Optimization exercise on an open flow, not production practice.
RTL: at most simulated, not proved equivalent.
Function not checked: runs 2 to 8.
Power: default activity.

<file path="design.v">
`timescale 1ns / 1ps
module prng (
	input clk,     
	input rst,   
	input [31:0] seed,  
	input start,
	input cont,
	output reg done,
	output reg [31:0] rand_num
);
reg [3:0] state; 
reg [15:0] param_a;
reg [31:0] param_m;
reg [31:0] quot;
reg [31:0] rem;
reg [31:0] y;
reg [31:0] z;
reg [31:0] q;
reg [31:0] r;
reg [31:0] m1;
reg [31:0] m2;
reg [31:0] sub_res;
reg [31:0] int_seed;  
reg [31:0] div_y;
reg [31:0] div_x;
wire [31:0] div_q;
wire [31:0] div_r;
reg div_start;
wire div_done;
reg [31:0] sub_a;
reg [31:0] sub_b;
reg [31:0] sub_out;
reg [31:0] mult_in_a;
reg [31:0] mult_in_b;
reg mult_enable;
wire mult_done;
wire [31:0] mult_out;
div div0 (
	.clk	(clk),
	.rst	(rst),
    .en	(div_start),
    .y	(div_y),
    .x	(div_x),
    .q	(div_q),
    .r	(div_r),
    .done	(div_done)
);
mult #(32) mult0 (
	.data_multiplicand(mult_in_a),
	.data_multiplier(mult_in_b),
	.data_result(mult_out),
	.ctrl_enable(mult_enable),
	.ctrl_done(mult_done),
	.rst(rst),
	.clk(clk)
	);
always @(posedge clk) begin
	if(rst) begin
		q <= 0;
		r <= 0;
		y <= 0;
		z <= 0;
		state <= 0;
		done <= 0;
		int_seed <= 0;
		param_a <= 16'h41a7;  
		param_m <= {{1'b0},{31{1'b1}}};  
		quot <= 127773;
		rem <= 2836;
		div_start <= 0;
		mult_enable <= 0;
	end else begin
		if (div_start == 1) div_start <= 0;
		 if (state == 0) begin   
		 	if (start == 1 && done == 0) begin
		 	  int_seed <= seed;
				div_start <= 1;  
				div_y <= param_m;
				div_x <= param_a;
		 		state <=1;
		 	end 
      else if (start == 0) done <= 0;
		 end
		 if (state == 1) begin 
		 	if (div_done == 1) begin
				q <= div_q;
				r <= div_r;
		 		state <= 2;
		 		div_start <= 1;
				div_y <= int_seed;  
				div_x <= div_q;  
		 	end
		 end
		 if (state == 2) begin 
		 	if (div_done == 1) begin
		 		state <= 3;
				z <= div_q;
				y <= div_r;
				mult_in_a <= param_a;
				mult_in_b <= div_r;
				mult_enable <= 1;
		 	end
		 end
		 if (state == 3) begin
		 	if (mult_done == 1) begin
			 	state <= 4;
			 	mult_enable <= 0;
				m1 <= mult_out;
			end
		 end
		 if (state == 4) begin
				state <= 5;
				mult_enable <= 1;
				mult_in_a <= div_q;
				mult_in_b <= r;
		 end
		 if (state == 5) begin 
		 	if (mult_done == 1) begin
				m2 <= mult_out;
				state <= 6;
				mult_enable <= 0;
			end
		 end
		 if (state == 6) begin 
			state <= 7;
			sub_res <= $signed(m1) - $signed(m2);
		 end
		 if (state == 7) begin 
			state <= 8;
			div_y <= sub_res;
			div_x <= param_m;
	 		div_start <= 1;
		 end
		 if (state == 8) begin 
		 	if (div_done == 1) begin
				rand_num <= div_r;
		 		state <= 0;
        	done <= 1;
		 	end
		 end
	end
end
endmodule
`timescale 1ns / 1ps
module div(
    input clk,
    input rst,
    input en,
    input [31:0] y,
    input [31:0] x,
    output reg [31:0] q,
    output reg [31:0] r,
    output reg done
    );
reg [31:0] orig_x;  
reg [2:0]  state;  
reg [31:0] dividend;  
reg [31:0] divisor;  
reg [5:0] m;  
reg [5:0] n;  
reg [4:0] i;  
reg [4:0] i2;  
reg [31:0] tmp_q;
reg [31:0] tmp2;
reg [4:0] tmp3;
reg trivial;
always @(posedge clk) begin : proc_divide
	if(rst) begin
		state <= 3;
		tmp2 <= 1;
		done <= 0;
	end else if(en) begin  
		state <= 0;
		done <= 0;
		dividend <= y;
		divisor <= x;
		orig_x <= x;
		tmp_q <= 0;
		r <= 0;
		trivial <= 0;
    i <= 0;
		for (i2 = 0; i2 < 31; i2 = i2 +1) begin
		  	if (y[i2] == 1) begin
		  		m <= i2;
		  	end
		  	if (x[i2] == 1) begin
		  		n <= i2;
		  	end
		end
	end else begin
		if (state == 0) begin 
			done <= 0;
			tmp3 <= $signed(m) - $signed(n);
			if ($signed($signed(m) - $signed(n)) < 0) begin
				state <= 3;
			end
			else state <= 1;
			tmp2 <= 0;
		end
		if (state == 1) begin 
			i <= i + 1;
			if (i >= (m - n)) begin
				state <= 2;
			end
			if ($signed(dividend) > 0) begin
				dividend <= dividend - (divisor << (m - n - i));
				tmp_q <= tmp_q + (1 << (m - n - i));
			end else begin
				dividend <= dividend + (divisor << (m - n - i));
				tmp_q <= tmp_q - (1 << (m - n - i));
			end
		end
		if (state == 2) begin 
			if ($signed(dividend) >= $signed(divisor)) begin
				dividend <= ($signed(dividend) - $signed(divisor));
				tmp_q <= ($signed(tmp_q) + 1);
			end
			if ($signed(dividend) < 0) begin
				dividend <= ($signed(dividend) + $signed(divisor));
				tmp_q <= ($signed(tmp_q) - 1);
			end
			state <= 3;
		end
		if (state == 3) begin 
			r <= dividend;
			q <= tmp_q;
			if (tmp2 == 0) begin
				done <= 1;
				tmp2 <= 1;
			end
			else done <= 0;
			state <= 3;  
		end
	end
end
endmodule
`timescale 1ns / 1ps
module mult#(
	parameter in_width = 4,
	parameter out_width = in_width*2)
	(
    input [in_width-1:0] data_multiplicand,
    input [in_width-1:0] data_multiplier,
    output reg [in_width-1:0] data_result,
    input ctrl_enable,
    output reg ctrl_done,
    input rst,
    input clk
    );
	reg [in_width-1:0] a;
	reg [in_width-1:0] b;
	reg [1:0] state;
	integer accum,i,j;
	reg[out_width-1:0] pp;
always @(posedge clk) begin : proc_mult
	if (rst == 1) begin
		state <= 0;
		ctrl_done <= 0;
	end else begin
		if (state == 0) begin
			if(ctrl_enable == 1) begin 
				state <= 1;
			end
		end
		if (state == 1) begin
			a <= data_multiplicand;
			b <= data_multiplier;
			ctrl_done <= 0;
			state <= 2;
			i <= 0;
			accum <= 0;
		end
		if(state == 2) begin
			if (i > 31) begin
				state <= 3;
			end else begin
				if (a[i] != 0) begin
					accum <= accum + (b<<i);
				end
				i <= i + 1;
			end
		end
		if(state == 3) begin
			data_result <= accum[31:0];
			if (ctrl_enable == 0) begin
				state <= 0;
				ctrl_done <= 0;
			end else begin
				ctrl_done <= 1;
			end
		end
	end
end
endmodule
</file>
<file path="run.sh">
#!/bin/bash
# synth_recipe.tcl (not shown) runs the flow's synth.tcl, then flattens the netlist and writes it again
# the make line also repeats each setting of config.mk as NAME=value (left out here)
make -C /OpenROAD-flow-scripts/flow DESIGN_CONFIG=/design/flow/config.mk WORK_HOME=/design/flow/orfs CLKGATE_MAP_FILE= SYNTH_SCRIPT=/design/flow/synth_recipe.tcl finish
</file>
<file path="config.mk">
export PLATFORM = sky130hd
export DESIGN_NAME = prng
export DESIGN_NICKNAME = prng
export VERILOG_FILES = /design/flow/design.v
export SDC_FILE = /design/flow/constraint.sdc
export NUM_CORES = 8
export LEC_CHECK = 0
export CAP_MARGIN = 20
export CORE_MARGIN = 2
export CORE_UTILIZATION = 40
export SLEW_MARGIN = 20
</file>
<file path="constraint.sdc">
create_clock -name core_clock -period 9.0 [get_ports {clk}]
set_input_delay 1.8000 -clock core_clock [delete_from_list [all_inputs] [get_ports {clk}]]
set_output_delay 1.8000 -clock core_clock [all_outputs]
set_load 0.01 [all_outputs]
</file>
==> results of run 1 <==
kinds of logic (layout without fill, tap and decap cells):
family / after synthesis / in the layout / share of synthesized area, %
DFF: 701 / 701 / 45.9
muxes: 155 / 155 / 5.66
other: 0 / 1 / 0
and+or+nand+nor: 1432 / 1432 / 15.6
buffers and inverters: 432 / 465 / 3.90
xor gates and xnor gates: 241 / 241 / 4.86
AOI/OAI and AO/OA: 1226 / 1226 / 17.7
adders and majority gates: 218 / 218 / 6.41
Yosys cell counts (55+ instances only):
| master | instances | area share (%) |
|---|---|---|
| dfxtp_1 | 110 | 5.1 |
| nor3_1 | 108 | 1.2 |
| and2_1 | 72 | 1.0 |
| a21o_1 | 62 | 1.1 |
| mux4_2 | 55 | 2.9 |
| xor2_1 | 95 | 1.9 |
| edfxtp_1 | 591 | 41 |
| clkbuf_1 | 194 | 1.7 |
| o22ai_1 | 81 | 1.2 |
| nand3_1 | 128 | 1.5 |
| nor2b_1 | 58 | 0.83 |
| o21ai_0 | 276 | 3.2 |
| nor2_1 | 341 | 2.9 |
| ha_1 | 210 | 6.0 |
| inv_1 | 180 | 1.6 |
| a21oi_1 | 372 | 4.3 |
| xnor2_1 | 146 | 2.9 |
| nand2_1 | 468 | 4.0 |
power by group:
group	internal [mW]	switching [mW]
sequential	3.70	0.293
clock	1.80	1.39
combinational	1.17	1.81
total	6.67	3.48
worst paths after layout:
check	to	startpoint	cells past startpoint	slack, ns
worst max-delay path	div0.dividend[29]$_DFFE_PN_	div0.n[0]$_SDFFCE_PP0P_	33	0.87
worst min-delay path	mult0.b[11]$_DFFE_PP_	mult_in_b[11]$_DFFE_PP_	0	0.40
worst max register to register	div0.dividend[29]$_DFFE_PN_	div0.n[0]$_SDFFCE_PP0P_	33	0.87
worst min register to register	mult0.b[11]$_DFFE_PP_	mult_in_b[11]$_DFFE_PP_	0	0.40
worst max-delay path: cells and delay by family, from the launching register on:
kind	cells	cell delay (ns)
xor+xnor	3	0.46
compound gates	13	3.36
flops	1	0.37
buf+inv	2	0.32
mux	1	0.35
fa+ha+maj	5	1.66
simple gates	9	1.32
area by class of cell:
class / instances / area share, %
Sequential cell: 701 / 41.5
Inverter: 180 / 1.42
Multi-Input combinational cell: 3272 / 45.6
Clock inverter: 43 / 0.705
Antenna cell: 1 / 0.00520
Timing Repair Buffer: 137 / 2.50
Clock buffer: 105 / 4.57
Tap cell: 1403 / 3.65
layer usage:
layer	part of all wire, %	GRT usage, %
met5	0.0096	0
met4	3.6	8.72
met2	43	35.6
met3	7.7	3.54
met1	45	35.0
==> run summary, run 1 <==
status=timing/DRC/antenna clean; crit-path max FO=15; maximum vdd drop=0.000124 V; Fin. Hold Viols=0; fin. max-slew vios=0; DR vias=34,800; number of nets with antenna violations after routing=0; GRT Util Overall=23.9%; Mapped Cells=4,405; Setup TNS=0 ns; Yosys reg bits=701; worst setup margin=0.873 ns; DIE HEIGHT=334 um; utilization after layout=44.8%; number of synthesized flops with an enable pin=591; final setup vio count=0; P&R area growth vs syn=10.6%; gpl congestion=0.959; DR pass1 iterations=5; Hold Buf Count CTS=0; Post-DP HPWL=97,100 um; area of the die=0.111 mm^2; post-cts sizing count=0; CP max-delay cell=o21ai_0; CTS tree=yes; max-cap viol count=0; total core area=0.107 mm^2; Finished Cell Area=0.0481 mm^2; Leakage=17.4 nW; Primary FF master, synth=edfxtp_1; power per cell area=211 mW/mm^2; share of layout cells above drive strength 1=7.98%; Starting DRT DRC Count=3,514; die width=334 um; Worst slew margin=21.5%; first-pass GRT wire length=204,000 um; most frequent cells in the layout=591 x edfxtp_1, 468 x nand2_1, 371 x a21oi_1, 335 x nor2_1, 276 x o21ai_0; starting density of the core=40.5%; Worst EP required=9.37 ns; Fillers=10,100; CTS root buffer=clkbuf_16; Syn Std Cell Area=0.0435 mm^2; WHS=0.404 ns; ys async rst share=0%; Post-Place Cells=5,692; RSZ-0062 raised after global routing=false; Reg area=0.0200 mm^2; GR Overflow Total=0; largest net degree at the start of global routing=77; Cell Rows=120; Max Fclk=0.123 GHz; Crit path largest cell delay=0.50 ns; num ports=69; commonest non-fill, non-tap cell in the layout=edfxtp_1; final wirelength=136,000 um; area of the multi-input gates=0.0219 mm^2; min-delay worst type=flip-flop to flip-flop; worst-margin pin slew=1.17 ns; clock-pin slew on the worst setup and hold paths=0.06 ns; initial antenna violation count=7; CTS sink count=701; Non-Filler Instances=5,842; final worst path period need=8.13 ns; vias in the first global route=32,200; Startpoint Class=flip-flop; Setup CP Type=flip-flop to flip-flop; Clock Latency Late Sink=0.67 ns; worst-case clock buffer depth=3; Num CTS Buffers=80; crit share post-route=90.3%; Area after DPL=0.0455 mm^2; Tot Pwr=10.2 mW; Seq/Total Area, Yosys=45.9%; Clock H-tree levels=3; buffers inserted by post-CTS timing repair=0; Placement Setup Slack=0.999 ns; CP Capture Type=flip-flop; buffers added on ports=67; Cell variety after synth=98; Wirelength per Cell=23.2 um; Syn Nets=4,659; Syn Area/Cell=9.87 um^2; average vias per placed instance=5.95; worst endpoint data arrival time=8.50 ns; # DRC=0; Setup Skew=0.0437 ns; Syn. warnings=3; nets@finish=4,626
Testbench counts, summed over its fixed seeds: cycles 259,963, items 2,048.
==> run 2, diff against run 1 <==
==> design.v (replaced) <==
`timescale 1ns / 1ps
module prng (
	input clk,     
	input rst,   
	input [31:0] seed,
	input start,
	input cont,
	output reg done,
	output [31:0] rand_num
);
reg        busy;       
reg  [2:0] cnt;        
reg [30:0] acc;        
wire [30:0] acc8 = {acc[27:0], acc[30:28]};
wire [31:0] sum  = {1'b0, acc8} + {1'b0, ~acc};
wire [30:0] acc7 = sum[30:0] + {30'd0, sum[31]};
assign rand_num = {1'b0, acc};
always @(posedge clk) begin
	if (rst) begin
		busy <= 1'b0;
		done <= 1'b0;
		cnt  <= 3'd0;
	end else if (busy) begin
		cnt <= cnt + 3'd1;
		if (cnt == 3'd4) begin
			busy <= 1'b0;
			done <= 1'b1;
		end
	end else if (done) begin
		if (!start) done <= 1'b0;
	end else if (start) begin
		busy <= 1'b1;
		cnt  <= 3'd0;
	end
end
always @(posedge clk) begin
	if (busy)
		acc <= acc7;
	else if (!done)
		acc <= seed[30:0];
end
endmodule
==> run 2 against run 1 <==
Effect of this change:
- still clean on timing, DRC and antenna
- via count shrank 88%
- power shrank 77%
- sequential power shrank 92%
- maximum frequency grew 55%
- combinational power shrank 38%
- cell area shrank 89%
- hold slack gained 0.12 ns
- clock skew shrank 0.037 ns
- core utilization grew 4.4 points
- flip-flop and latch count shrank 665
- die area shrank 90%
- highest routed layer is now met4
- critical path depth shrank 14
==> run summary, run 2 <==
Yosys reg bits=36 (-95%); Metal-1 WL=5670 um (-91%); clock-pin slew on the worst setup and hold paths=0.09 ns (+0.03 ns); Top reg by flops=acc; initial antenna violation count=0 (-7); final setup vio count=0 (unchanged); ys async rst share=0% (unchanged); maximum vdd drop=0.000201 V (+62%); largest net degree at the start of global routing=60 (-22%); Setup Skew=0.00641 ns (-0.0373 ns); Syn. warnings=1 (-2); met2 WL=5500 um (-91%); Clock H-tree levels=2 (-1); Clock Latency Late Sink=0.30 ns (-0.37 ns); crit share post-route=58.2% (-32 points); power per cell area=458 mW/mm^2 (+120%); Cell variety after synth=74 (-24%); post-synth top area cell=edfxtp_1; Hold Buf Count CTS=0 (unchanged); crit-path max FO=7 (-8); Max Fclk=0.191 GHz (+55%); area of the die=0.0114 mm^2 (-90%); Setup CP Type=flip-flop to flip-flop; Startpoint Class=flip-flop; status=timing/DRC/antenna clean; Worst EP required=9.15 ns (-0.22 ns); min-delay worst type=flip-flop to flip-flop; final worst path period need=5.24 ns (-2.89 ns); first-pass GRT wire length=19,600 um (-90%); Leakage=2.11 nW (-88%); max layer used=met4; number of nets with antenna violations after routing=0 (unchanged); GR Overflow Total=0 (unchanged); cell with the most instances after synthesis=nor2_1; gpl congestion=0.895 (-6.6%); commonest non-fill, non-tap cell in the layout=clkdlybuf4s50_1; Worst R2R Setup Slack=3.76 ns (+2.89 ns); Fin. Hold Viols=0 (unchanged); average vias per placed instance=5.63 (-5.3%); Cell Rows=37 (-69%); Mapped Cells=538 (-88%); max-cap viol count=0 (unchanged); synth top area cells=edfxtp_1 22%, ha_1 11%, a21oi_1 5.9%; most frequent cells in the layout=65 x clkdlybuf4s50_1, 57 x nor2_1, 50 x a21oi_1, 45 x nand2_1, 43 x inv_1; CP Capture Type=flip-flop; worst-margin pin slew=0.999 ns (-0.168 ns); GRT Util Overall=21.2% (-2.6 points); total core area=0.0103 mm^2 (-90%); vias in the first global route=4,057 (-87%); DR pass1 iterations=4 (-1); CTS tree=yes; CTS sink count=36 (-95%); buffers added on ports=65 (-3.0%); nets@finish=663 (-86%); Num CTS Buffers=5 (-94%); commonest cells in the synthesized netlist=57 x nor2_1, 50 x a21oi_1, 45 x nand2_1; Setup TNS=0 ns (unchanged); die width=107 um (-68%); DR vias=4,096 (-88%); final wirelength=11,900 um (-91%); fin. max-slew vios=0 (unchanged); Primary FF master, synth=edfxtp_1; post-cts sizing count=0 (unchanged); Seq/Total Area, Yosys=24.3% (-22 points); P&R area growth vs syn=19.9%; worst-case clock buffer depth=2 (-1); Syn Area/Cell=7.88 um^2 (-20%); CTS root buffer=clkbuf_8; Post-DP HPWL=9220 um (-91%); Syn Std Cell Area=0.00424 mm^2 (-90%); Worst slew margin=32.9% (+11 points); Starting DRT DRC Count=205 (-94%); post-synth top area share=22.0% (-19 points); num ports=69 (unchanged); worst endpoint data arrival time=5.38 ns (-3.12 ns); number of synthesized flops with an enable pin=31 (-95%); number of flip-flops under the largest register name=31; Top Registers=acc x31, cnt x3; Antenna diodes=0 (-1); DIE HEIGHT=107 um (-68%); WL met3=456 um (-96%); # DRC=0 (unchanged); share of layout cells above drive strength 1=4.91% (-3.1 points); starting density of the core=41.1% (+0.58 points); Wirelength per Cell=16.3 um (-30%); Syn Nets=611 (-87%); Tot Pwr=2.33 mW (-77%); RSZ-0062 raised after global routing=false; buffers inserted by post-CTS timing repair=0 (unchanged)
-- run 2: changes by cell type after synthesis, sizes merged, moves of 177 or more --
cell,change
a21oi,-322
clkbuf,-177
edfxtp,-560
nand2,-423
nor2,-285
o21ai,-257
-- run 2: per-stage QoR --
stage	cell area, um^2	util [%]	cells	hold slack (ns)	setup slack (ns)
2_1_floorplan	4240	-	538	0.469	4.80
3_3_place_gp	4970	48.2	719	0.498	3.87
3_5_place_dp	4970	48.2	719	0.502	3.83
4_1_cts	5080	49.2	727	0.524	3.79
5_1_grt	5080	49.2	727	0.551	3.23
6_report	5080	49.2	727	0.526	3.76
-- run 2: where the power goes --
part / total, mW / switching, mW / internal (mW)
clock network: 0.140 / 0.0691 / 0.0710
registers: 0.326 / 0.0657 / 0.261
logic: 1.86 / 1.10 / 0.759
total: 2.33 / 1.24 / 1.09
-- run 2: cell type report --
class,instances,area [um^2]
fill,1002,5240
multi-input combinational,436,2940
sequential,36,1030
timing repair buffer,67,666
tap,136,170
inverter,44,165
clock buffer,6,93.8
clock inverter,2,12.5
-- run 2: path summary, 6_finish.rpt --
path	startpoint	to	cells after the start
max reg2reg	acc[1]$_DFFE_PP_	acc[28]$_DFFE_PP_	19
max	acc[1]$_DFFE_PP_	acc[28]$_DFFE_PP_	19
min reg2reg	done$_SDFFE_PP0P_	done$_SDFFE_PP0P_	2
min	done$_SDFFE_PP0P_	done$_SDFFE_PP0P_	2
-- run 2: cell families after synthesis --
family	synth area share, %
multiplexers	1.80
AO/OA/AOI/OAI	23.9
adder cells (fa/ha/maj)	11.1
XOR/XNOR	8.26
other	0.0885
AND/OR/NAND/NOR	24.2
buffers and inverters	6.29
flip-flops	24.3
-- run 2: layer usage --
layer / track usage [%] / up-vias
met5: 0 / -
li1: - / 2081
met4: 5.57 / 0
met1: 28.4 / 1894
met2: 35.7 / 101
met3: 3.22 / 20
-- run 2: worst max-delay path, stage by stage (launching register included) --
cell and delay, ns:
edfxtp_1 0.49, ha_1 0.46, o211ai_1 0.17, o211ai_1 0.23
and4_1 0.28, o21ai_0 0.20, a21o_1 0.24, o21bai_1 0.14
a21o_1 0.13, a21oi_1 0.06, o21bai_1 0.17, ha_1 0.23
ha_1 0.16, nand2_1 0.05, nor2_1 0.18, and3_1 0.21
nand3_1 0.28, nor4_1 0.70, or4b_1 0.52, a31oi_1 0.19
==> run 3, diff against run 2 <==
--- a/design.v
+++ b/design.v
@@ -13,5 +13,50 @@
 reg [30:0] acc;        
-wire [30:0] acc8 = {acc[27:0], acc[30:28]};
-wire [31:0] sum  = {1'b0, acc8} + {1'b0, ~acc};
-wire [30:0] acc7 = sum[30:0] + {30'd0, sum[31]};
+wire [30:0] a = acc;
+wire [30:0] b = ~{acc[2:0], acc[30:3]};
+wire [30:0] g0 = a & b;
+wire [30:0] p0 = a ^ b;
+wire [30:0] g1, p1, g2, p2, g3, p3, g4, p4, g5, p5;
+genvar i;
+generate
+	for (i = 0; i < 31; i = i + 1) begin : pfx
+		if (i & 1) begin
+			assign g1[i] = g0[i] | p0[i] & g0[i-1];
+			assign p1[i] = p0[i] & p0[i-1];
+		end else begin
+			assign g1[i] = g0[i];
+			assign p1[i] = p0[i];
+		end
+		if (i & 2) begin
+			assign g2[i] = g1[i] | p1[i] & g1[(i & ~3) + 1];
+			assign p2[i] = p1[i] & p1[(i & ~3) + 1];
+		end else begin
+			assign g2[i] = g1[i];
+			assign p2[i] = p1[i];
+		end
+		if (i & 4) begin
+			assign g3[i] = g2[i] | p2[i] & g2[(i & ~7) + 3];
+			assign p3[i] = p2[i] & p2[(i & ~7) + 3];
+		end else begin
+			assign g3[i] = g2[i];
+			assign p3[i] = p2[i];
+		end
+		if (i & 8) begin
+			assign g4[i] = g3[i] | p3[i] & g3[(i & ~15) + 7];
+			assign p4[i] = p3[i] & p3[(i & ~15) + 7];
+		end else begin
+			assign g4[i] = g3[i];
+			assign p4[i] = p3[i];
+		end
+		if (i & 16) begin
+			assign g5[i] = g4[i] | p4[i] & g4[15];
+			assign p5[i] = p4[i] & p4[15];
+		end else begin
+			assign g5[i] = g4[i];
+			assign p5[i] = p4[i];
+		end
+	end
+endgenerate
+wire        cout = g5[30];
+wire [30:0] c = {g5[29:0] | p5[29:0] & {30{cout}}, cout};
+wire [30:0] sum = p0 ^ c;
 assign rand_num = {1'b0, acc};
@@ -37,5 +82,5 @@
 	if (busy)
-		acc <= acc7;
+		acc <= sum;
 	else if (!done)
-		acc <= seed[30:0];
+		acc <= {seed[15:0], seed[30:16]};
 end
==> run 3 against run 2 <==
Effect of this change:
- critical endpoint is now rand_num[3]
- highest routed layer unchanged
- synthesized area down 23%
- maximum frequency grew 69%
- via count down 34%
- cell area down 19%
==> run summary, run 3 <==
status=timing/DRC/antenna clean; Wirelength per Cell=14.2 um (-13%); vias in the first global route=2,701 (-33%); RSZ-0062 raised after global routing=false; Leakage=1.70 nW (-19%); Num CTS Buffers=5 (unchanged); Finished Cell Area=0.00409 mm^2 (-19%); max-cap viol count=0 (unchanged); die width=94.0 um (-12%); Starting DRT DRC Count=112 (-45%); worst setup margin=5.91 ns (+2.14 ns); Worst slew margin=45.8% (+13 points); DR vias=2,703 (-34%); Setup Skew=0.00496 ns (-0.00145 ns); buffers added on ports=65 (unchanged); r2r endpoint=acc[1]$_DFFE_PP_; Post-Place Cells=507 (-29%); Worst R2R Setup Slack=5.93 ns (+2.17 ns); Internal Power=1.02 mW (-6.9%); Area after DPL=0.00400 mm^2 (-20%); crit path cell chain=clkdlybuf4s50_1; synth top area cells=edfxtp_1 29%, ha_1 13%, inv_1 5.6%; Min-Delay Endpoint=cnt[2]$_SDFFE_PP0P_; Mapped Cells=346 (-36%); Fillers=782 (-22%); Yosys reg bits=36 (unchanged); DR pass1 iterations=4 (unchanged); worst endpoint data arrival time=1.29 ns (-4.09 ns); hold_sp=cnt[2]$_SDFFE_PP0P_; area of the die=0.00884 mm^2 (-23%); Hold Buf Count CTS=0 (unchanged); crit path buf inv count=1 (+1); CTS root buffer=clkbuf_8; final worst path period need=3.09 ns (-2.14 ns); Fin. Hold Viols=0 (unchanged); # DRC=0 (unchanged); number of flip-flops under the largest register name=31 (unchanged); Seq/Total Area, Yosys=31.8% (+7.5 points); power per cell area=460 mW/mm^2 (+0.46%); Clock Latency Late Sink=0.29 ns (about the same); nets@finish=482 (-27%); R2R depth=10 (-9); gpl congestion=0.906 (+1.3%); crit-path leading delay family=buffers and inverters; buffers inserted by post-CTS timing repair=0 (unchanged); fin. max-slew vios=0 (unchanged); commonest non-fill, non-tap cell in the layout=clkdlybuf4s50_1; CP max-delay cell=clkdlybuf4s50_1; Worst EP required=7.20 ns (-1.95 ns); starting density of the core=41.5% (+0.48 points); maximum vdd drop=0.000185 V (-8.0%); crit share post-route=34.4% (-24 points); worst hold stages=2 (unchanged); most frequent cells in the layout=65 x clkdlybuf4s50_1, 48 x inv_1, 33 x ha_1, 31 x edfxtp_1, 24 x nand2_1; post-cts sizing count=0 (unchanged); P_sw=867 uW (-30%); Comb power frac=74.5% (-5.4 points); final wirelength=7290 um (-38%); Non-Filler Instances=515 (-29%); RR Startpoint=acc[3]$_DFFE_PP_; largest net degree at the start of global routing=43 (-28%); Top Registers=acc x31, cnt x3; Syn Std Cell Area=0.00324 mm^2 (-23%); Sw Share=46.0% (-7.1 points); Setup TNS=0 ns (unchanged); Syn. warnings=1 (unchanged); Antenna diodes=0 (unchanged); first-pass GRT wire length=12,200 um (-38%); GRT Util Overall=17.1% (-4.1 points); commonest cells in the synthesized netlist=48 x inv_1, 33 x ha_1, 31 x edfxtp_1; Clock H-tree levels=2 (unchanged); final setup vio count=0 (unchanged); DIE HEIGHT=94.0 um (-12%); Top reg by flops=acc; average vias per placed instance=5.25 (-6.8%); Cell Rows=32 (-14%); Setup CP Type=flip-flop to primary output; share of layout cells above drive strength 1=10.2% (+5.3 points); P&R area growth vs syn=26.2%; cell with the most instances after synthesis=inv_1; post-synth top area cell=edfxtp_1; ys async rst share=0% (unchanged); Placement Setup Slack=5.90 ns (+2.06 ns); Critical Path Stages=1 (-18); Tot Pwr=1.88 mW (-19%); post-synth top area share=28.7% (+6.7 points); WHS=0.507 ns (-0.0198 ns); Startpoint Class=flip-flop; GR Overflow Total=0 (unchanged); number of nets with antenna violations after routing=0 (unchanged); Syn Nets=416 (-32%); num ports=69 (unchanged); CTS tree=yes; Cell variety after synth=66 (-11%); Syn Area/Cell=9.37 um^2 (+19%); utilization after layout=52.4% (+3.2 points); worst-case clock buffer depth=2 (unchanged); number of synthesized flops with an enable pin=31 (unchanged); CTS sink count=36 (unchanged); clock-pin slew on the worst setup and hold paths=0.07 ns (-0.02 ns); Max Fclk=0.323 GHz (+69%); crit-path max FO=4 (-3); Reg power frac=19.1% (+5.1 points); Post-DP HPWL=5570 um (-40%); Crit path largest cell delay=0.57 ns (-0.13 ns); CP Capture Type=primary output; initial antenna violation count=0 (unchanged); min-delay worst type=flip-flop to flip-flop; Primary FF master, synth=edfxtp_1; worst-margin pin slew=0.812 ns (-0.187 ns); clock share of power=6.4% (+0.4 points); total core area=0.00781 mm^2 (-24%)
==> run 3: cells by family after synthesis <==
| group | Yosys count | synth area share (%) |
|---|---|---|
| flops | 36 | 31.8 |
| compound gates | 93 | 22.4 |
| xor+xnor | 18 | 4.86 |
| fa+ha+maj | 34 | 13.3 |
| other cells | 1 | 0.116 |
| mux | 17 | 5.83 |
| simple gates | 91 | 15.0 |
| buf+inv | 56 | 6.64 |
==> run 3: worst max path at each step <==
stage	start	to	slack (ns)
2_1_floorplan	acc[3]$_DFFE_PP_	acc[15]$_DFFE_PP_	6.18
3_3_place_gp	seed[0]	acc[15]$_DFFE_PP_	5.90
3_5_place_dp	seed[0]	acc[15]$_DFFE_PP_	5.90
4_1_cts	acc[3]$_DFFE_PP_	rand_num[3]	5.87
5_1_grt	acc[3]$_DFFE_PP_	acc[1]$_DFFE_PP_	5.70
6_report	acc[3]$_DFFE_PP_	rand_num[3]	5.91
==> run 3: layer usage <==
layer | vias to the layer above | track usage (%) | wire, um
met5 | - | 0 | 0
met2 | 66 | 29.3 | 3400
met3 | 8 | 3.21 | 315
met4 | 0 | 4.47 | 80
li1 | 1400 | - | -
met1 | 1229 | 22.2 | 3500
==> run 3: cell type report <==
| class | instances | area, um^2 | share of cell area (%) |
|---|---|---|---|
| clock buffers | 8 | 90.1 | 2.20 |
| inverters | 48 | 180 | 4.40 |
| multi-input cells | 254 | 2000 | 48.8 |
| flip-flops and latches | 36 | 1030 | 25.2 |
| well taps | 102 | 128 | 3.12 |
| repair buffers | 67 | 666 | 16.3 |
==> run 3: worst register-to-register path, cell delays in order (launching register included) <==
cell and delay (ns):
edfxtp_1 0.47, ha_1 0.45, nand2_1 0.08, o21ai_1 0.26, a221o_1 0.32, a21oi_1 0.12, o21ai_0 0.27, inv_1 0.10
fa_1 0.38, xnor2_1 0.14, mux2_2 0.25
==> run 3: power groups by stage <==
stage / Combinational [mW] / Sequential, mW / Clock (mW)
after floorplan: 1.02 / 0.378 / 0
after global placement: 1.38 / 0.366 / 0
after detailed placement: 1.40 / 0.365 / 0
after CTS: 1.41 / 0.362 / 0.126
after global routing: 1.57 / 0.371 / 0.130
final: 1.40 / 0.360 / 0.121
==> run 4, diff against run 3 <==
--- a/config.mk
+++ b/config.mk
@@ -7,2 +7,3 @@
 export LEC_CHECK = 0
+export ABC_AREA = 1
 export CAP_MARGIN = 20
==> run 4 against run 3 <==
Effect of this change:
- still clean
- global-route usage up 2.4 points
- synthesized area up 14%
- first-iteration DRC count up 39%
- synthesized cell count up 70%
- via count up 37%
- routed wire length up 28%
- non-clock buffer count up 1
- power down 25%
- die area up 14%
- critical path type unchanged
- critical endpoint unchanged
- largest power group unchanged
==> run summary, run 4 <==
utilization after layout=49.8% (-2.6 points); Primary FF master, synth=edfxtp_1; CTS tree=yes; min-delay worst type=flip-flop to flip-flop; RSZ-0062 raised after global routing=false; area of the die=0.0101 mm^2 (+14%); worst setup margin=5.90 ns (-0.0106 ns); worst endpoint data arrival time=1.30 ns (about the same); fin. max-slew vios=0 (unchanged); Fin. Hold Viols=0 (unchanged); initial antenna violation count=0 (unchanged); largest net degree at the start of global routing=41 (-4.7%); ys async rst share=0% (unchanged); Clock Latency Late Sink=0.30 ns (about the same); number of flip-flops under the largest register name=31 (unchanged); # DRC=0 (unchanged); Syn Std Cell Area=0.00371 mm^2 (+14%); number of nets with antenna violations after routing=0 (unchanged); post-synth top area share=25.1% (-3.6 points); GRT Util Overall=19.5% (+2.4 points); post-cts sizing count=0 (unchanged); commonest cells in the synthesized netlist=209 x nand2_1, 93 x inv_1, 56 x nand3_1; clock-pin slew on the worst setup and hold paths=0.07 ns (about the same); buffers inserted by post-CTS timing repair=0 (unchanged); num ports=69 (unchanged); Leakage=2.37 nW (+39%); crit-path max FO=4 (unchanged); Placement Setup Slack=5.96 ns (+0.0631 ns); crit share post-route=34.5% (+0.12 points); Top Registers=acc x31, cnt x3; power per cell area=310 mW/mm^2 (-33%); Setup TNS=0 ns (unchanged); gpl congestion=0.854 (-5.8%); status=timing/DRC/antenna clean; starting density of the core=40.7% (-0.85 points); Hold Buf Count CTS=0 (unchanged); buffers added on ports=65 (unchanged); final worst path period need=3.10 ns (+0.0106 ns); worst-case clock buffer depth=2 (unchanged); Tot Pwr=1.41 mW (-25%); die width=100 um (+6.6%); Top reg by flops=acc; Crit path largest cell delay=0.58 ns (about the same); Startpoint Class=flip-flop; CTS root buffer=clkbuf_8; Cell variety after synth=34 (-48%); total core area=0.00911 mm^2 (+17%); share of layout cells above drive strength 1=6.14% (-4.0 points); GR Overflow Total=0 (unchanged); Fillers=959 (+23%); Wirelength per Cell=12.3 um (-13%); most frequent cells in the layout=209 x nand2_1, 93 x inv_1, 65 x clkdlybuf4s50_1, 56 x nand3_1, 46 x a21oi_1; commonest non-fill, non-tap cell in the layout=nand2_1; Clock H-tree levels=2 (unchanged); crit-path leading delay family=buffers and inverters; Cell Rows=35 (+9.4%); Setup Skew=0.0124 ns (+0.00743 ns); Num CTS Buffers=5 (unchanged); Antenna diodes=0 (unchanged); Max Fclk=0.322 GHz (-0.34%); Setup CP Type=flip-flop to primary output; first-pass GRT wire length=16,100 um (+32%); Syn. warnings=1 (unchanged); Yosys reg bits=36 (unchanged); P&R area growth vs syn=22.4%; Seq/Total Area, Yosys=27.8% (-4.0 points); Worst R2R Setup Slack=5.98 ns (+0.05 ns); Post-DP HPWL=7020 um (+26%); Syn Nets=657 (+58%); synth top area cells=edfxtp_1 25%, nand2_1 21%, ha_1 11%; DIE HEIGHT=100 um (+6.6%); nets@finish=720 (+49%); CP Capture Type=primary output; DR pass1 iterations=5 (+1); average vias per placed instance=4.85 (-7.5%); crit path cell chain=clkdlybuf4s50_1; CP max-delay cell=clkdlybuf4s50_1; crit path buf inv count=1 (unchanged); cell with the most instances after synthesis=nand2_1; Worst EP required=7.20 ns (about the same); final setup vio count=0 (unchanged); max-cap viol count=0 (unchanged); vias in the first global route=3,656 (+35%); Mapped Cells=587 (+70%); number of synthesized flops with an enable pin=31 (unchanged); Syn Area/Cell=6.31 um^2 (-33%); final wirelength=9370 um (+28%); CTS sink count=36 (unchanged); maximum vdd drop=0.000120 V (-35%); DR vias=3,699 (+37%); Starting DRT DRC Count=156 (+39%); post-synth top area cell=edfxtp_1
==> run 4: cell types whose count changed after synthesis, moves of 4 or more <==
cell      change
xor2_1        -6
a21oi_1      +26
mux2_2       -15
nand2_1     +185
xnor2_1      -11
inv_1        +45
a211oi_1      -4
nand3_1      +48
nor2_1       +20
o21ai_0      -12
o31ai_1       -5
inv_2        +11
nand2_2      +10
==> run 4: layout make-up <==
| type | instances | area [um^2] | area share [%] |
|---|---|---|---|
| Sequential cell | 36 | 1030 | 22.7 |
| Clock buffer | 8 | 90.1 | 1.99 |
| Inverter | 104 | 390 | 8.61 |
| Tap cell | 111 | 139 | 3.06 |
| Multi-Input combinational cell | 435 | 2210 | 48.8 |
| Timing Repair Buffer | 68 | 673 | 14.8 |
==> run 4: worst paths after layout <==
path	start	end	cells past startpoint
worst max-delay path	acc[3]$_DFFE_PP_	rand_num[3]	1
worst min-delay path	cnt[1]$_SDFFE_PP0P_	cnt[1]$_SDFFE_PP0P_	2
worst min register to register	cnt[1]$_SDFFE_PP0P_	cnt[1]$_SDFFE_PP0P_	2
worst max register to register	acc[14]$_DFFE_PP_	acc[1]$_DFFE_PP_	14
==> run 4: routing by layer <==
metal / GRT usage, % / part of all wire (%) / wire, um
met5: 0 / 0 / 0
met4: 4.43 / 1.1 / 107
met3: 2.99 / 4.1 / 387
met2: 32.7 / 45 / 4260
met1: 26.5 / 49 / 4610
==> run 4: logic make-up after synthesis <==
| family | count (synthesis) | share of synthesized area [%] |
|---|---|---|
| other | 1 | 0.101 |
| XOR/XNOR | 1 | 0.236 |
| flip-flops | 36 | 27.8 |
| AO/OA/AOI/OAI | 64 | 9.45 |
| adder cells (fa/ha/maj) | 34 | 11.7 |
| buffers and inverters | 116 | 12.5 |
| AND/OR/NAND/NOR | 335 | 38.2 |
==> run 4: where the power goes <==
group	leakage, nW	switching (mW)	internal, mW	total (mW)
clock network	0.0455	0.0621	0.0626	0.125
logic	1.95	0.603	0.384	0.987
registers	0.374	0.0494	0.244	0.293
==> run 4: stage by stage <==
| step | hold slack, ns | instances | area (um^2) |
|---|---|---|---|
| after floorplan | 0.450 | 587 | 3710 |
| after global placement | 0.471 | 754 | 4450 |
| after detailed placement | 0.488 | 754 | 4450 |
| after CTS | 0.500 | 762 | 4540 |
| after global routing | 0.512 | 762 | 4540 |
| final | 0.494 | 762 | 4540 |
==> run 5, diff against run 4 <==
--- a/design.v
+++ b/design.v
@@ -14,3 +14,3 @@
 wire [30:0] a = acc;
-wire [30:0] b = ~{acc[2:0], acc[30:3]};
+wire [30:0] b = ~{acc[2:0], acc[30:3]} & {31{busy}};
 wire [30:0] g0 = a & b;
@@ -81,5 +81,5 @@
 always @(posedge clk) begin
-	if (busy)
+	if (busy || done)
 		acc <= sum;
-	else if (!done)
+	else
 		acc <= {seed[15:0], seed[30:16]};
==> run 5 against run 4 <==
Effect of this change:
- still clean
- non-clock buffer count decreased by 1
- count of clock-buffer cells in the layout decreased by 3
- register-to-register slack got worse by 0.77 ns
- first-iteration DRC count decreased by 33%
- sequential share of layout area decreased by 6.2 points
- critical path depth increased by 15
- core utilization increased by 1.2 points
- synthesized area decreased by 6.2%
- routed wire length decreased by 4.2%
- global-route usage decreased by 0.099 points
==> run summary, run 5 <==
Worst slew margin=37.5%; Clock H-tree levels=2 (unchanged); most frequent cells in the layout=200 x nand2_1, 71 x inv_1, 69 x nor2_1, 65 x clkdlybuf4s50_1, 52 x nand3_1; first-pass GRT wire length=15,700 um (-2.4%); commonest cells in the synthesized netlist=200 x nand2_1, 72 x inv_1, 70 x nor2_1; Hold Buf Count CTS=0 (unchanged); clock-pin slew on the worst setup and hold paths=0.09 ns (+0.02 ns); CTS root buffer=clkbuf_8; # DRC=0 (unchanged); Startpoint Class=flip-flop; share of layout cells above drive strength 1=7.35% (+1.2 points); CTS tree=yes; Syn Area/Cell=5.88 um^2 (-6.8%); CP Capture Type=flip-flop; area of the die=0.00945 mm^2 (-6.0%); min-delay worst type=flip-flop to flip-flop; Setup Skew=0.00935 ns (-0.00305 ns); nets@finish=722 (+0.28%); final worst path period need=3.79 ns (+0.688 ns); DR vias=3,753 (+1.5%); Fillers=874 (-8.9%); Setup TNS=0 ns (unchanged); Top reg by flops=acc; num ports=69 (unchanged); Yosys reg bits=36 (unchanged); crit-path max FO=32 (+28); area of the multi-input gates=0.00239 mm^2 (+8.0%); Mapped Cells=591 (+0.68%); final wirelength=8980 um (-4.2%); DR pass1 iterations=4 (-1); maximum vdd drop=0.0000723 V (-40%); P_sw=306 uW (-57%); CTS sink count=36 (unchanged); worst hold stages=2 (unchanged); Reg area=721 um^2 (-30%); buffers added on ports=65 (unchanged); Internal Power=474 uW (-31%); gpl congestion=0.845 (-1.0%); Cell Rows=34 (-2.9%); clock share of power=26.9% (+18 points); cell with the most instances after synthesis=nand2_1; initial antenna violation count=0 (unchanged); worst-margin pin slew=0.932 ns; Leakage=2.33 nW (-1.5%); Setup CP Type=flip-flop to flip-flop; Antenna diodes=0 (unchanged); post-synth top area cell=nand2_1; Syn. warnings=1 (unchanged); Max Fclk=0.264 GHz (-18%); Clock Latency Late Sink=0.30 ns (about the same); Comb power frac=46.2% (-24 points); Starting DRT DRC Count=104 (-33%); Num CTS Buffers=5 (unchanged); starting density of the core=40.6% (about the same); RR Startpoint=busy$_SDFF_PP0_; max-cap viol count=0 (unchanged); GRT Util Overall=19.4% (-0.099 points); Cell variety after synth=35 (+2.9%); Worst R2R Setup Slack=5.21 ns (-0.77 ns); number of nets with antenna violations after routing=0 (unchanged); Placement Setup Slack=5.03 ns (-0.930 ns); Reg power frac=26.9% (+6.0 points); synth top area cells=nand2_1 22%, dfxtp_1 21%, ha_1 12%; Worst EP required=9.23 ns (+2.03 ns); GR Overflow Total=0 (unchanged); hold_sp=cnt[1]$_SDFFE_PP0P_; number of synthesized flops with an enable pin=0 (-100%); worst endpoint data arrival time=4.03 ns (+2.73 ns); final setup vio count=0 (unchanged); Fin. Hold Viols=0 (unchanged); Post-DP HPWL=6580 um (-6.2%); fin. max-slew vios=0 (unchanged); number of flip-flops under the largest register name=31 (unchanged); Sw Share=39.3% (-12 points); Top Registers=acc x31, cnt x3; buffers inserted by post-CTS timing repair=0 (unchanged); DIE HEIGHT=97.2 um (-3.0%); Seq/Total Area, Yosys=20.7% (-7.1 points); Primary FF master, synth=dfxtp_1; R2R depth=16 (+2); RSZ-0062 raised after global routing=false; Wirelength per Cell=11.8 um (-4.0%); power per cell area=179 mW/mm^2 (-42%); average vias per placed instance=4.93 (+1.6%); crit share post-route=42.1% (+7.6 points); Syn Std Cell Area=0.00348 mm^2 (-6.2%); Min-Delay Endpoint=cnt[1]$_SDFFE_PP0P_; ys async rst share=0% (unchanged); vias in the first global route=3,585 (-1.9%); total core area=0.00855 mm^2 (-6.1%); P&R area growth vs syn=25.4%; status=timing/DRC/antenna clean; post-cts sizing count=0 (unchanged); commonest non-fill, non-tap cell in the layout=nand2_1; worst-case clock buffer depth=2 (unchanged); r2r endpoint=acc[1]$_DFF_P_; largest net degree at the start of global routing=37 (-9.8%); die width=97.2 um (-3.0%); worst setup margin=5.21 ns (-0.688 ns); Syn Nets=661 (+0.61%); post-synth top area share=21.6% (-3.5 points)
==> run 5: final cells by class <==
| type | count | share of cell area, % |
|---|---|---|
| flip-flops and latches | 36 | 16.5 |
| clock buffers | 5 | 1.58 |
| repair buffers | 67 | 15.4 |
| multi-input cells | 467 | 54.8 |
| inverters | 75 | 6.46 |
| well taps | 108 | 3.10 |
| clock inverters | 3 | 2.07 |
==> run 5: stage by stage <==
stage	std cells	instance area [um^2]	utilization, %	power [mW]	hold slack [ns]
floorplan	591	3480	-	0.463	0.450
global placement	752	4180	48.9	0.568	0.469
detailed placement	752	4180	48.9	0.573	0.477
CTS	760	4340	50.8	0.786	0.489
global route	761	4360	51.0	0.847	0.532
finish	761	4360	51.0	0.780	0.488
==> run 5: logic make-up after synthesis <==
logic type / Yosys count / share of synthesized area [%]
and+or+nand+nor: 367 / 45.5
adders and majority gates: 34 / 12.5
xor gates and xnor gates: 2 / 0.504
buffers and inverters: 88 / 10.6
DFF: 36 / 20.7
AOI/OAI and AO/OA: 63 / 10.0
other: 1 / 0.108
==> run 5: power by group through the flow <==
stage / Combinational, mW / Sequential [mW] / Clock [mW]
finish: 0.361 / 0.210 / 0.210
global route: 0.411 / 0.214 / 0.222
CTS: 0.361 / 0.210 / 0.214
detailed placement: 0.359 / 0.214 / 0
global placement: 0.354 / 0.214 / 0
floorplan: 0.246 / 0.218 / 0
==> run 5: routing by layer <==
metal | GRT usage [%] | vias to the layer above | share of wire [%] | routed length (um)
met5 | 0 | - | 0 | 0
met4 | 4.27 | 0 | 0.76 | 68
met3 | 3.24 | 5 | 4.5 | 402
met2 | 34.6 | 76 | 49 | 4360
met1 | 24.6 | 1686 | 46 | 4150
li1 | - | 1986 | - | -
==> run 5: worst max-delay path by stage <==
stage	start	endpoint	slack [ns]	cells past startpoint
6_report	busy$_SDFF_PP0_	acc[1]$_DFF_P_	5.21	16
2_1_floorplan	busy$_SDFF_PP0_	acc[1]$_DFF_P_	6.21	17
4_1_cts	busy$_SDFF_PP0_	acc[1]$_DFF_P_	5.01	15
3_5_place_dp	busy$_SDFF_PP0_	acc[1]$_DFF_P_	5.03	15
5_1_grt	busy$_SDFF_PP0_	acc[1]$_DFF_P_	4.81	16
3_3_place_gp	busy$_SDFF_PP0_	acc[1]$_DFF_P_	5.03	15
==> run 5: worst max-delay path, stage by stage (launching register included) <==
cell      delay, ns
dfxtp_1        0.46
clkinv_1       0.51
buf_8          0.35
nor2_1         0.12
ha_1           0.26
nand2_1        0.08
nor2_1         0.13
nand2_1        0.10
inv_1          0.07
nand2_1        0.06
nand2_2        0.28
nand2_2        0.11
nand2_4        0.36
inv_2          0.12
fa_1           0.42
xor2_1         0.17
o21ai_0        0.13
==> run 6, diff against run 5 <==
--- a/config.mk
+++ b/config.mk
@@ -7,3 +7,2 @@
 export LEC_CHECK = 0
-export ABC_AREA = 1
 export CAP_MARGIN = 20
==> run 6 against run 5 <==
Effect of this change:
- die area fell by 15%
- critical path depth fell by 6
- non-clock buffer count fell by 1
- synthesized cell count fell by 37%
- final cell count fell by 30%
- setup slack improved by 0.43 ns
- first-iteration DRC count fell by 6.7%
- register-to-register slack improved by 0.43 ns
==> run summary, run 6 <==
status=timing/DRC/antenna clean; Antenna diodes=0 (unchanged); post-cts sizing count=0 (unchanged); P&R area growth vs syn=28.4%; Worst EP required=9.18 ns (-0.05 ns); maximum vdd drop=0.0000921 V (+27%); Primary FF master, synth=dfxtp_1; gpl congestion=0.781 (-7.6%); Num CTS Buffers=5 (unchanged); max-cap viol count=0 (unchanged); Worst R2R Setup Slack=5.63 ns (+0.43 ns); CP max-delay cell=dfxtp_2; ys async rst share=0% (unchanged); worst-margin pin slew=0.635 ns (-0.297 ns); CTS sink count=36 (unchanged); clock share of power=17.9% (-9.0 points); buffers added on ports=65 (unchanged); Finished Cell Area=0.00375 mm^2 (-14%); starting density of the core=40.7% (+0.048 points); Syn Nets=440 (-33%); Post-DP HPWL=5150 um (-22%); CP Capture Type=flip-flop; Seq/Total Area, Yosys=24.7% (+3.9 points); Syn Std Cell Area=0.00292 mm^2 (-16%); Reg power frac=32.0% (+5.1 points); Leakage=1.53 nW (-34%); Max Fclk=0.297 GHz (+13%); P_sw=258 uW (-16%); number of flip-flops under the largest register name=31 (unchanged); min-delay worst type=flip-flop to flip-flop; crit path cell chain=nor2b_1 > ha_1 > a211o_1 > a21oi_1 > a211oi_1 > nor2_2 > a21oi_1 > o41ai_2 > nor4b_1 > or3_1; Fin. Hold Viols=0 (unchanged); crit share post-route=37.4% (-4.7 points); cell with the most instances after synthesis=nand2_1; Post-Place Cells=523 (-30%); Crit path largest cell delay=0.74 ns (+0.23 ns); RSZ-0062 raised after global routing=false; Syn Area/Cell=7.89 um^2 (+34%); total core area=0.00718 mm^2 (-16%); Wirelength per Cell=12.6 um (+7.2%); Starting DRT DRC Count=97 (-6.7%); average vias per placed instance=5.20 (+5.5%); GRT Util Overall=17.5% (-1.9 points); worst-case clock buffer depth=2 (unchanged); Worst slew margin=57.7% (+20 points); die width=89.4 um (-8.0%); share of layout cells above drive strength 1=3.94% (-3.4 points); Fillers=695 (-20%); Top reg by flops=acc; area of the die=0.00800 mm^2 (-15%); Area after DPL=0.00366 mm^2 (-12%); Top Registers=acc x31, cnt x3; Mapped Cells=370 (-37%); nets@finish=501 (-31%); post-synth top area cell=dfxtp_1; post-synth top area share=24.7% (+3.1 points); vias in the first global route=2,588 (-28%); Setup CP Type=flip-flop to flip-flop; Clock H-tree levels=2 (unchanged); most frequent cells in the layout=65 x clkdlybuf4s50_1, 46 x nand2_1, 35 x dfxtp_1, 33 x nor2b_1, 33 x ha_1; Clock Latency Late Sink=0.29 ns (about the same); commonest cells in the synthesized netlist=46 x nand2_1, 36 x dfxtp_1, 33 x ha_1, 33 x nor2b_1, 30 x o21ai_0; final setup vio count=0 (unchanged); number of nets with antenna violations after routing=0 (unchanged); Tot Pwr=681 uW (-13%); worst setup margin=5.63 ns (+0.425 ns); worst endpoint data arrival time=3.54 ns (-0.49 ns); number of synthesized flops with an enable pin=0 (unchanged); Placement Setup Slack=5.68 ns (+0.645 ns); commonest non-fill, non-tap cell in the layout=clkdlybuf4s50_1; Cell variety after synth=56 (+60%); DR vias=2,763 (-26%); crit-path max FO=40 (+25%); utilization after layout=52.3% (+1.3 points); power per cell area=182 mW/mm^2 (+1.5%); final wirelength=6710 um (-25%); crit path buf inv count=0 (-4); DR pass1 iterations=4 (unchanged); Yosys reg bits=36 (unchanged); CTS root buffer=clkbuf_8; initial antenna violation count=0 (unchanged); Cell Rows=31 (-8.8%); fin. max-slew vios=0 (unchanged); first-pass GRT wire length=11,200 um (-29%); final worst path period need=3.37 ns (-0.425 ns); num ports=69 (unchanged); Syn. warnings=1 (unchanged); DIE HEIGHT=89.4 um (-8.0%); buffers inserted by post-CTS timing repair=0 (unchanged); Sw Share=37.8% (-1.4 points); area of the multi-input gates=0.00212 mm^2 (-11%); WHS=0.504 ns (+0.0166 ns); Reg area=722 um^2 (+0.17%); GR Overflow Total=0 (unchanged); crit-path leading delay family=compound AO/OA/AOI/OAI gates; Internal Power=424 uW (-11%); Setup Skew=0.00583 ns (-0.00352 ns); Startpoint Class=flip-flop; largest net degree at the start of global routing=64 (+73%); CP most frequent cell=a21oi_1; synth top area cells=dfxtp_1 25%, ha_1 14%, nor2b_1 7.1%; Hold Buf Count CTS=0 (unchanged); clock-pin slew on the worst setup and hold paths=0.07 ns (-0.02 ns); Comb power frac=50.1% (+3.9 points); Setup TNS=0 ns (unchanged); Non-Filler Instances=531 (-30%); # DRC=0 (unchanged); CTS tree=yes
==> run 6: cell count changes after synthesis, sizes merged, moves of 12 or more <==
cell	change
inv	-63
xnor2	+12
xor2	+13
nand2	-177
o21ai	+34
nor2b	+33
nor2	-63
nand3	-43
a21oi	-20
==> run 6: logic make-up after synthesis <==
| group | Yosys count | share of synthesized area [%] |
|---|---|---|
| DFF | 36 | 24.7 |
| other | 1 | 0.128 |
| AOI/OAI and AO/OA | 107 | 22.9 |
| adders and majority gates | 34 | 14.8 |
| muxes | 3 | 1.11 |
| xor gates and xnor gates | 27 | 8.10 |
| buffers and inverters | 23 | 3.13 |
| and+or+nand+nor | 139 | 25.1 |
==> run 6: area by class of cell <==
| class | count | area share (%) |
|---|---|---|
| Inverter | 11 | 1.10 |
| Sequential cell | 36 | 19.2 |
| Clock buffer | 8 | 2.40 |
| Tap cell | 99 | 3.30 |
| Timing Repair Buffer | 66 | 17.5 |
| Multi-Input combinational cell | 311 | 56.4 |
==> run 6: worst reg2reg max path, cell delays in order, from the launching register on <==
cell and delay [ns]:
dfxtp_2 0.74, nor2b_1 0.21, ha_1 0.30, a211o_1 0.28, a21oi_1 0.29, a211oi_1 0.19, nor2_2 0.23, a21oi_1 0.13
o41ai_2 0.40, nor4b_1 0.10, or3_1 0.38
==> run 6: path summary, 6_finish.rpt <==
check | from | to | cells after the start
setup reg to reg | busy$_SDFF_PP0_ | acc[15]$_DFF_P_ | 10
hold / removal | cnt[2]$_SDFFE_PP0P_ | cnt[2]$_SDFFE_PP0P_ | 2
setup / recovery | busy$_SDFF_PP0_ | acc[15]$_DFF_P_ | 10
hold reg to reg | cnt[2]$_SDFFE_PP0P_ | cnt[2]$_SDFFE_PP0P_ | 2
==> run 6: power groups by stage <==
stage	clock, mW	sequential, mW	combinational, mW
global placement	0	0.223	0.340
floorplan	0	0.225	0.222
detailed placement	0	0.223	0.342
CTS	0.126	0.219	0.345
global route	0.132	0.223	0.385
finish	0.122	0.218	0.342
==> run 6: metal layers <==
metal | track usage [%] | vias to the layer above | wire, um
li1 | - | 1449 | -
met1 | 23.1 | 1257 | 3400
met2 | 29.6 | 50 | 3010
met3 | 3.32 | 7 | 235
met4 | 4.07 | 0 | 61
met5 | 0 | - | 0
==> run 7, diff against run 6 <==
--- a/config.mk
+++ b/config.mk
@@ -10,2 +10,2 @@
 export CORE_UTILIZATION = 40
-export SLEW_MARGIN = 20
+export SLEW_MARGIN = 70
==> run 7 against run 6 <==
Effect of this change:
- still clean on timing, DRC and antenna
- first-iteration DRC count increased by 1.0%
- sequential power about the same
- clock power about the same
- flip-flop and latch count unchanged
- synthesized area unchanged
- hold slack got worse by 0.0073 ns
- final cell count unchanged
- global-route usage increased by 0.50 points
- combinational power increased by 3%
- clock skew increased by 0.0010 ns
- setup slack improved by 0.20 ns
- routed wire length increased by 2.3%
- largest power group unchanged
- highest routed layer unchanged
==> run summary, run 7 <==
Antenna diodes=0 (unchanged); GRT Util Overall=18.0% (+0.50 points); Num CTS Buffers=5 (unchanged); clock share of power=17.5% (-0.4 points); number of nets with antenna violations after routing=0 (unchanged); RSZ-0062 raised after global routing=false; cell with the most instances after synthesis=nand2_1; Reg power frac=31.6% (-0.4 points); WHS=0.497 ns (-0.00731 ns); worst endpoint data arrival time=3.35 ns (-0.19 ns); DR pass1 iterations=4 (unchanged); nets@finish=501 (unchanged); fin. max-slew vios=0 (unchanged); share of layout cells above drive strength 1=4.86% (+0.93 points); post-synth top area share=24.7% (unchanged); min-delay worst type=flip-flop to flip-flop; Wirelength per Cell=12.9 um (+2.3%); most frequent cells in the layout=65 x clkdlybuf4s50_1, 46 x nand2_1, 35 x dfxtp_1, 33 x nor2b_1, 33 x ha_1; worst-case clock buffer depth=2 (unchanged); Syn Area/Cell=7.89 um^2 (unchanged); largest net degree at the start of global routing=64 (unchanged); status=timing/DRC/antenna clean; CP Capture Type=flip-flop; Yosys reg bits=36 (unchanged); Syn Nets=440 (unchanged); final worst path period need=3.17 ns (-0.199 ns); crit-path max FO=40 (unchanged); Max Fclk=0.316 GHz (+6.3%); clock-pin slew on the worst setup and hold paths=0.07 ns (about the same); Worst EP required=9.18 ns (about the same); Hold Buf Count CTS=0 (unchanged); maximum vdd drop=0.0000870 V (-5.5%); Area after DPL=0.00368 mm^2 (+0.44%); Finished Cell Area=0.00380 mm^2 (+1.4%); Top reg by flops=acc; Starting DRT DRC Count=98 (+1.0%); Startpoint Class=flip-flop; CTS sink count=36 (unchanged); Comb power frac=50.9% (+0.8 points); Primary FF master, synth=dfxtp_1; Cell Rows=31 (unchanged); worst setup margin=5.83 ns (+0.199 ns); power per cell area=181 mW/mm^2 (-0.21%); max-cap viol count=0 (unchanged); Fin. Hold Viols=0 (unchanged); Setup TNS=0 ns (unchanged); num ports=69 (unchanged); Cell variety after synth=56 (unchanged); commonest cells in the synthesized netlist=46 x nand2_1, 36 x dfxtp_1, 33 x ha_1, 33 x nor2b_1, 30 x o21ai_0; post-synth top area cell=dfxtp_1; Sw Share=38.0% (+0.17 points); crit path cell chain=nor2b_1 > ha_1 > a211o_1 > a21oi_1 > a21oi_1 > a21o_1 > a211o_1 > o31a_1 > xor2_1 > mux2_2; crit path buf inv count=0 (unchanged); final setup vio count=0 (unchanged); crit-path leading delay family=compound AO/OA/AOI/OAI gates; number of synthesized flops with an enable pin=0 (unchanged); DR vias=2,759 (-0.14%); buffers inserted by post-CTS timing repair=0 (unchanged); die width=89.4 um (unchanged); average vias per placed instance=5.20 (-0.14%); Post-DP HPWL=5170 um (+0.43%); gpl congestion=0.781 (unchanged); Mapped Cells=370 (unchanged); commonest non-fill, non-tap cell in the layout=clkdlybuf4s50_1; Clock Latency Late Sink=0.29 ns (about the same); CTS tree=yes; synth top area cells=dfxtp_1 25%, ha_1 14%, nor2b_1 7.1%; Clock H-tree levels=2 (unchanged); post-cts sizing count=0 (unchanged); buffers added on ports=65 (unchanged); Top Registers=acc x31, cnt x3; starting density of the core=40.7% (unchanged); # DRC=0 (unchanged); Internal Power=428 uW (+0.96%); Syn Std Cell Area=0.00292 mm^2 (unchanged); Setup CP Type=flip-flop to flip-flop; first-pass GRT wire length=11,600 um (+3.1%); Seq/Total Area, Yosys=24.7% (unchanged); ys async rst share=0% (unchanged); P_sw=262 uW (+1.7%); DIE HEIGHT=89.4 um (unchanged); Leakage=1.54 nW (+0.99%); P&R area growth vs syn=30.3%; Crit path largest cell delay=0.58 ns (-0.16 ns); Placement Setup Slack=5.87 ns (+0.198 ns); final wirelength=6870 um (+2.3%); number of flip-flops under the largest register name=31 (unchanged); Syn. warnings=1 (unchanged); Setup Skew=0.00688 ns (+0.00105 ns); vias in the first global route=2,618 (+1.2%); crit share post-route=35.2% (-2.2 points); GR Overflow Total=0 (unchanged); initial antenna violation count=0 (unchanged); CTS root buffer=clkbuf_8; area of the die=0.00800 mm^2 (unchanged); CP max-delay cell=dfxtp_4; total core area=0.00718 mm^2 (unchanged)
==> run 7: cell counts after synthesis <==
No cell type changed its count.
==> run 7: layout make-up <==
type,count,area (um^2)
Clock buffer,8,90.1
Inverter,11,41.3
Tap cell,99,124
Timing Repair Buffer,66,664
Sequential cell,36,724
Fill cell,712,3370
Multi-Input combinational cell,311,2160
==> run 7: kinds of logic (layout without fill, tap and decap cells) <==
| group | after synthesis | in the layout | share of synthesized area, % |
|---|---|---|---|
| other cells | 1 | 1 | 0.128 |
| compound gates | 107 | 107 | 22.9 |
| simple gates | 139 | 139 | 25.1 |
| fa+ha+maj | 34 | 34 | 14.8 |
| xor+xnor | 27 | 27 | 8.10 |
| mux | 3 | 3 | 1.11 |
| buf+inv | 23 | 85 | 3.13 |
| flops | 36 | 36 | 24.7 |
==> run 7: layer usage <==
layer / part of all wire, % / up-vias / track usage (%)
li1: - / 1446 / -
met1: 51 / 1264 / 24.6
met2: 45 / 44 / 29.8
met3: 3.2 / 5 / 2.95
met4: 0.70 / 0 / 4.07
met5: 0 / - / 0
==> run 7: per-stage QoR <==
| step | instances | power (mW) | util (%) |
|---|---|---|---|
| after floorplan | 370 | 0.447 | - |
| after global placement | 523 | 0.563 | 51.0 |
| after detailed placement | 523 | 0.567 | 51.2 |
| after CTS | 531 | 0.692 | 52.5 |
| after global routing | 531 | 0.748 | 53.0 |
| final | 531 | 0.690 | 53.0 |
==> run 7: worst paths after layout <==
| kind | cells past startpoint | slack, ns | end | from |
|---|---|---|---|---|
| worst max-delay path | 10 | 5.83 | acc[19]$_DFF_P_ | busy$_SDFF_PP0_ |
| worst max register to register | 10 | 5.83 | acc[19]$_DFF_P_ | busy$_SDFF_PP0_ |
| worst min-delay path | 2 | 0.50 | cnt[2]$_SDFFE_PP0P_ | cnt[2]$_SDFFE_PP0P_ |
| worst min register to register | 2 | 0.50 | cnt[2]$_SDFFE_PP0P_ | cnt[2]$_SDFFE_PP0P_ |
==> run 7: power groups by stage <==
stage | combinational [mW] | clock, mW | sequential (mW)
2_1_floorplan | 0.222 | 0 | 0.225
3_3_place_gp | 0.340 | 0 | 0.223
3_5_place_dp | 0.344 | 0 | 0.223
4_1_cts | 0.347 | 0.126 | 0.219
5_1_grt | 0.393 | 0.132 | 0.223
6_report | 0.351 | 0.121 | 0.218
==> run 7: worst min-delay path: stages, from the launching register on <==
cell and delay, ns:
dfxtp_1 0.32, o21ai_0 0.07, a21oi_1 0.06
==> run 8, diff against run 7 <==
--- a/config.mk
+++ b/config.mk
@@ -7,2 +7,3 @@
 export LEC_CHECK = 0
+export ABC_AREA = 1
 export CAP_MARGIN = 20
==> run 8 against run 7 <==
Effect of this change:
- still clean
- cell area rose by 13%
- clock power is 21% higher
- sequential power shrank 4%
- power is 3.9% higher
- register-to-register slack got worse by 0.08 ns
- final cell count increased by 43%
- critical endpoint is now acc[1]$_DFF_P_
- largest cell class unchanged
==> run summary, run 8 <==
Startpoint Class=flip-flop; initial antenna violation count=0 (unchanged); GR Overflow Total=0 (unchanged); worst-case clock buffer depth=2 (unchanged); clock-pin slew on the worst setup and hold paths=0.08 ns (about the same); Primary FF master, synth=dfxtp_1; P&R area growth vs syn=24.0%; buffers added on ports=65 (unchanged); RR Startpoint=busy$_SDFF_PP0_; Mapped Cells=591 (+60%); num ports=69 (unchanged); Setup CP Type=flip-flop to flip-flop; area of the die=0.00945 mm^2 (+18%); crit share post-route=36.0% (+0.86 points); number of nets with antenna violations after routing=0 (unchanged); R2R depth=15 (+5); commonest cells in the synthesized netlist=200 x nand2_1, 72 x inv_1, 70 x nor2_1; DR vias=3,712 (+35%); GRT Util Overall=19.2% (+1.2 points); Worst EP required=9.18 ns (about the same); Syn Std Cell Area=0.00348 mm^2 (+19%); # DRC=0 (unchanged); final wirelength=8880 um (+29%); Num CTS Buffers=5 (unchanged); vias in the first global route=3,556 (+36%); CTS tree=yes; final setup vio count=0 (unchanged); Setup TNS=0 ns (unchanged); synth top area cells=nand2_1 22%, dfxtp_1 21%, ha_1 12%; Max Fclk=0.308 GHz (-2.4%); worst hold stages=2 (unchanged); Syn Nets=661 (+50%); Fillers=927 (+30%); hold_sp=cnt[1]$_SDFFE_PP0P_; fin. max-slew vios=0 (unchanged); Wirelength per Cell=11.7 um (-9.7%); cell with the most instances after synthesis=nand2_1; Syn Area/Cell=5.88 um^2 (-25%); Starting DRT DRC Count=113 (+15%); Yosys reg bits=36 (unchanged); Tot Pwr=717 uW (+3.9%); area of the multi-input gates=0.00240 mm^2 (+11%); min-delay worst type=flip-flop to flip-flop; Leakage=2.31 nW (+50%); average vias per placed instance=4.88 (-6.0%); commonest non-fill, non-tap cell in the layout=nand2_1; post-cts sizing count=0 (unchanged); Cell Rows=34 (+9.7%); first-pass GRT wire length=15,500 um (+34%); CP Capture Type=flip-flop; Post-DP HPWL=6620 um (+28%); post-synth top area cell=nand2_1; die width=97.2 um (+8.7%); buffers inserted by post-CTS timing repair=0 (unchanged); largest net degree at the start of global routing=37 (-42%); number of flip-flops under the largest register name=31 (unchanged); Min-Delay Endpoint=cnt[1]$_SDFFE_PP0P_; RSZ-0062 raised after global routing=false; r2r endpoint=acc[1]$_DFF_P_; gpl congestion=0.845 (+8.2%); Fin. Hold Viols=0 (unchanged); DR pass1 iterations=4 (unchanged); CTS sink count=36 (unchanged); Hold Buf Count CTS=0 (unchanged); Top Registers=acc x31, cnt x3; Antenna diodes=0 (unchanged); Reg area=721 um^2 (-0.52%); Cell variety after synth=35 (-38%); Clock Latency Late Sink=0.29 ns (about the same); final worst path period need=3.24 ns (+0.0771 ns); Seq/Total Area, Yosys=20.7% (-3.9 points); max-cap viol count=0 (unchanged); Clock H-tree levels=2 (unchanged); worst endpoint data arrival time=3.42 ns (+0.07 ns); DIE HEIGHT=97.2 um (+8.7%); post-synth top area share=21.6% (-3.1 points); starting density of the core=40.6% (-0.048 points); CTS root buffer=clkbuf_8; status=timing/DRC/antenna clean; Worst R2R Setup Slack=5.76 ns (-0.08 ns); Top reg by flops=acc; nets@finish=721 (+44%); share of layout cells above drive strength 1=7.36% (+2.5 points); maximum vdd drop=0.0000955 V (+9.7%); power per cell area=166 mW/mm^2 (-8.3%); WHS=0.486 ns (-0.0110 ns); ys async rst share=0% (unchanged); number of synthesized flops with an enable pin=0 (unchanged); Syn. warnings=1 (unchanged); crit-path max FO=33 (-18%); Setup Skew=0.00654 ns (-0.000337 ns); most frequent cells in the layout=200 x nand2_1, 71 x inv_1, 69 x nor2_1, 65 x clkdlybuf4s50_1, 52 x nand3_1; total core area=0.00855 mm^2 (+19%)
==> run 8: changes by cell type after synthesis, moves of 25 or more <==
cell / delta
nor2_1: +57
nand3_1: +42
nand2_1: +154
o21ai_0: -25
inv_1: +61
nor2b_1: -33
==> run 8: layout make-up <==
type,count,area share (%)
clock buffers,6,1.68
clock inverters,2,0.813
inverters,75,6.70
multi-input cells,467,55.6
flip-flops and latches,36,16.7
well taps,108,3.13
repair buffers,66,15.4
==> run 8: cells by family (layout without fill, tap and decap cells) <==
family                   count (synthesis)  after routing  share of synthesized area [%]
XOR/XNOR                                 2              2                          0.504
buffers and inverters                   88            149                           10.6
flip-flops                              36             36                           20.7
AO/OA/AOI/OAI                           63             63                           10.0
adder cells (fa/ha/maj)                 34             34                           12.5
other                                    1              1                          0.108
AND/OR/NAND/NOR                        367            367                           45.5
==> run 8: worst max path at each step <==
stage                                from             end  slack (ns)  cells after the start
final                     busy$_SDFF_PP0_  acc[1]$_DFF_P_        5.76                     15
after global routing      busy$_SDFF_PP0_  acc[1]$_DFF_P_        5.43                     15
after CTS                 busy$_SDFF_PP0_  acc[1]$_DFF_P_        5.58                     15
after detailed placement  busy$_SDFF_PP0_  acc[1]$_DFF_P_        5.60                     15
after global placement    busy$_SDFF_PP0_  acc[1]$_DFF_P_        5.03                     15
after floorplan           busy$_SDFF_PP0_  acc[1]$_DFF_P_        6.21                     17
==> run 8: report_power, final <==
part	switching, mW	internal [mW]	total, mW
Clock	0.0633	0.0824	0.146
Combinational	0.211	0.151	0.361
Sequential	0.0253	0.185	0.210
==> run 8: metal layers <==
| metal | global-route usage (%) | vias up | part of all wire (%) |
|---|---|---|---|
| met5 | 0 | - | 0 |
| met4 | 3.74 | 0 | 0.41 |
| met3 | 2.95 | 2 | 3.7 |
| met2 | 34.8 | 60 | 49 |
| met1 | 24.2 | 1660 | 47 |
| li1 | - | 1990 | - |
==> run 8: metrics by stage <==
step | std cells | setup WS, ns | area [um^2] | util, %
finish | 760 | 5.76 | 4310 | 50.4
global route | 760 | 5.43 | 4310 | 50.4
CTS | 760 | 5.58 | 4300 | 50.3
detailed placement | 752 | 5.60 | 4190 | 49.0
global placement | 752 | 5.03 | 4180 | 48.9
floorplan | 591 | 6.21 | 3480 | -
==> run 8: worst max-delay path, cell delays in order (launching register included) <==
cell	delay [ns]
dfxtp_1	0.40
inv_4	0.32
nor2_1	0.10
ha_1	0.34
nand2_1	0.13
nor2_2	0.17
nand2_2	0.08
nand2_4	0.10
nand2_1	0.07
nand2_2	0.27
nand2_2	0.15
nand2_8	0.24
inv_2	0.10
fa_1	0.41
xor2_1	0.16
o21ai_0	0.08
